Context: an optimization exercise on an open-source flow, tuned for small area and a short achievable clock period. The choices shown serve that exercise and are no tape-out recipe. Only simulation tests tie the RTL to the original design; equivalence was not proved. Power and IR drop assume default switching activity.

== the previous run ==
## Top_Module
module Top_Module(
    input clk,
    input wire [31:0] Num1,
    input wire [31:0] Num2,
    output reg [31:0] out
);
==> flow/config.mk <==
export PLATFORM = sky130hd
export DESIGN_NAME = Top_Module
export DESIGN_NICKNAME = Top_Module
export VERILOG_FILES = /design/flow/design.v
export SDC_FILE = /design/flow/constraint.sdc
export NUM_CORES = 4
export LEC_CHECK = 0
export CAP_MARGIN = 20
export CORE_MARGIN = 2
export CORE_UTILIZATION = 40
export SLEW_MARGIN = 20
export SYNTH_HIERARCHICAL = 1
export SYNTH_MINIMUM_KEEP_SIZE = 0
==> flow/constraint.sdc <==
create_clock -name core_clock -period 11.0 [get_ports {clk}]
set_input_delay 2.2000 -clock core_clock [delete_from_list [all_inputs] [get_ports {clk}]]
set_output_delay 2.2000 -clock core_clock [all_outputs]
set_load 0.01 [all_outputs]
standard.sh (not shown) runs the stock make flow with config.mk's settings and CLKGATE_MAP_FILE= SYNTH_SCRIPT=/design/flow/synth_recipe.tcl, a recipe that flattens the netlist after the stock synthesis.
==> flow/flow/run.sh <==
#!/bin/bash
# Standard layout (the standard.sh) with two changes to how it is made:
# port buffers use buf_2 instead of the default delay-cell choice, and timing
# repair aims for a setup slack of 7.7 ns instead of 0. The clock period and
# all constraints are unchanged. Full tool output goes to standard.log.
bash standard.sh SETUP_SLACK_MARGIN=7.7 "BUFFER_PORTS_ARGS=-buffer_cell sky130_fd_sc_hd__buf_2" finish > standard.log 2>&1
Changes in the current run relative to the previous run:
- CTS_CLUSTER_DIAMETER newly set to 120
- CORE_UTILIZATION changed from 40 to 55
- CTS_CLUSTER_SIZE newly set to 30
==> flow/flow/run.sh <==
#!/bin/bash
# Standard layout (the standard.sh) with two changes to how it is made:
# port buffers use buf_2 instead of the default delay-cell choice, and timing
# repair aims for a setup slack of 7.8 ns instead of 0. The clock period and
# all constraints are unchanged. Full tool output goes to standard.log.
bash standard.sh SETUP_SLACK_MARGIN=7.8 "BUFFER_PORTS_ARGS=-buffer_cell sky130_fd_sc_hd__buf_2" finish > standard.log 2>&1
Notes after the runs:
- Detailed-route vias per instance grows by a little under 10% when moving from the previous run to the current run.
- Comparing minimum period implied by the final worst setup slack for the previous run and the current run, the smaller number came from the previous run.
- met4 as the uppermost layer routed was reported by the current run, and met5 by the previous run.
- Looking only at buffer count from post-CTS setup fixing, and setting everything else aside, the higher value of the previous run and the current run goes to the current run.
- Per the comparison of the current run with the previous run, worst setup slack after layout went down; internal portion of total power went down; met2 usage went up.

========
harbor:
Another version of the RTL of Top_Module (not shown whole).
Size: ~2000 cells after synthesis, ~97 I/O pins, about 21000 µm² of cells after synthesis.
==> flow/design.v (excerpt) <==
module Top_Module(
    input clk,
    input wire [31:0] Num1,
    input wire [31:0] Num2,
    output reg [31:0] out
);
export LEC_CHECK = 0
export CAP_MARGIN = 20
export CORE_MARGIN = 2
export CORE_UTILIZATION = 55
export CTS_CLUSTER_DIAMETER = 100
export CTS_CLUSTER_SIZE = 20
export SLEW_MARGIN = 20
export SYNTH_HIERARCHICAL = 1
export SYNTH_MINIMUM_KEEP_SIZE = 0
create_clock -name core_clock -period 11.0 [get_ports {clk}]
==> flow/flow/run.sh <==
#!/bin/bash
# Standard layout (the standard.sh) with changes to how it is made only:
# port buffers are inserted by flow/ports.tcl (buf_1 on inputs, buf_2 on
# outputs) instead of the default cell choice, and timing repair aims for a
# setup slack of 7.85 ns instead of 0. The clock period and all constraints are
# unchanged. Full tool output goes to standard.log.
bash standard.sh SETUP_SLACK_MARGIN=7.85 DONT_BUFFER_PORTS=1 "PRE_GLOBAL_PLACE_TCL=$(pwd)/flow/ports.tcl" finish > standard.log 2>&1
==> flow/flow/ports.tcl <==
# Port buffers: every input and every output port gets a buffer, as in the
# standard flow; inputs a buf_1, outputs a buf_2.
buffer_ports -inputs -buffer_cell sky130_fd_sc_hd__buf_1
buffer_ports -outputs -buffer_cell sky130_fd_sc_hd__buf_2
Setup changes, harbor to delta
--- a/flow/config.mk
+++ b/flow/config.mk
@@ -8,7 +8,8 @@
 export CAP_MARGIN = 20
 export CORE_MARGIN = 2
-export CORE_UTILIZATION = 55
+export CORE_UTILIZATION = 62
 export CTS_CLUSTER_DIAMETER = 100
 export CTS_CLUSTER_SIZE = 20
+export PLACE_DENSITY = 0.72
 export SLEW_MARGIN = 20
 export SYNTH_HIERARCHICAL = 1
### Flow results
delta: PASS, flow complete, no timing, DRC or antenna violations
On number of sinks driven by the clock tree, harbor and delta are basically level.
Die extent in y: delta vs harbor down 5.7%
Sequential power delta (delta -> harbor): insignificant
delta: part of the power in combinational logic 0.2 points above harbor
delta vs. harbor: first-pass GRT wire length fell by 2.8 mm; CTS clock-pin slew for the worst setup and hold paths stayed essentially flat; clock skew fell by 0.011 ns; placeable core region fell by 11%; critical path depth in cells fell by 5.
First-iteration DRC count for delta: about 30% up relative to harbor
diff inputs: delta => lagoon
==> flow/flow/run.sh <==
#!/bin/bash
# Standard layout (the standard.sh) with two changes to how it is made:
# port buffers use buf_2 instead of the default delay-cell choice, and timing
# repair aims for a setup slack of 7.85 ns instead of 0. The clock period and
# all constraints are unchanged. Full tool output goes to standard.log.
bash standard.sh SETUP_SLACK_MARGIN=7.85 "BUFFER_PORTS_ARGS=-buffer_cell sky130_fd_sc_hd__buf_2" finish > standard.log 2>&1
removed: flow/flow/ports.tcl
Findings:
lagoon vs delta, global-route track usage on met3 went down by 0.73 points.
Vias: lagoon more than delta
Comparing lagoon and delta, the lower total internal power is on delta.
Diff delta..lagoon | amount of wire on met2 after detailed routing | negligible
Every stage of the flow completed for lagoon, and the final layout passed the timing, DRC and antenna checks.
Summary — routed wire length on met3, lagoon relative to delta: higher, by 3.1%.
Input changes introduced in xenon (baseline for comparison: lagoon):
--- a/flow/config.mk
+++ b/flow/config.mk
@@ -8,8 +8,7 @@
 export CAP_MARGIN = 20
 export CORE_MARGIN = 2
-export CORE_UTILIZATION = 62
-export CTS_CLUSTER_DIAMETER = 100
-export CTS_CLUSTER_SIZE = 20
-export PLACE_DENSITY = 0.72
+export CORE_UTILIZATION = 55
+export CTS_CLUSTER_DIAMETER = 120
+export CTS_CLUSTER_SIZE = 30
 export SLEW_MARGIN = 20
 export SYNTH_HIERARCHICAL = 1
### Flow results
xenon: design area higher than lagoon. Between lagoon and xenon, clock share of power is lower for xenon, lagoon comes in above that. Detailed-routed wire length on met2 of xenon falls short of that of lagoon slightly. On fraction of area in clock buffers and inverters, the higher figure sits with lagoon, not xenon. Diff lagoon -> xenon: total via count after detailed routing went down; internal cell power did not really move; site row count went up. lagoon → xenon: die span in y picked up an extra 6.0%; worst hold slack moved up.

==> static timing again, ports no longer ideal <==
Ports are ideal in the flow. The routed layouts listed here were re-timed in OpenROAD.
Step 1 sets driving cells, clkbuf_16 on the clock port and buf_2 on the other inputs (assumed; they add their load-dependent delay and slew).
Step 2 also shifts input and output timing later by t, the mid clock arrival at the registers, as if the neighbouring blocks saw the same clock.
Slacks: no drivers / after step 1 / after step 2; pairs: no drivers / after step 1.
run	shift t [ns]	slack for setup (ns)	hold slack, ns	latest minus earliest clock arrival (ns)	worst slew at a driven data input, ns
the previous run	0.633	7.649 / 7.649 / 7.474	0.327 / 0.327 / 0.327	0.015 / 0.015	0.04
the current run	0.575	7.621 / 7.621 / 7.572	0.333 / 0.333 / 0.333	0.013 / 0.013	0.04
harbor	0.578	7.808 / 7.808 / 7.808	0.304 / 0.304 / 0.304	0.029 / 0.030	0.14
delta	0.574	7.858 / 7.833 / 7.858	0.332 / 0.332 / 0.332	0.021 / 0.022	0.15
lagoon	0.579	7.810 / 7.773 / 7.810	0.326 / 0.326 / 0.326	0.015 / 0.016	0.05
xenon	0.575	7.812 / 7.766 / 7.812	0.334 / 0.334 / 0.334	0.026 / 0.025	0.05
After both steps setup and hold are still met in every run listed. For the previous run, which loses most, drivers alone change the setup slack by 0.000 ns; drivers and shift together by -0.175 ns.
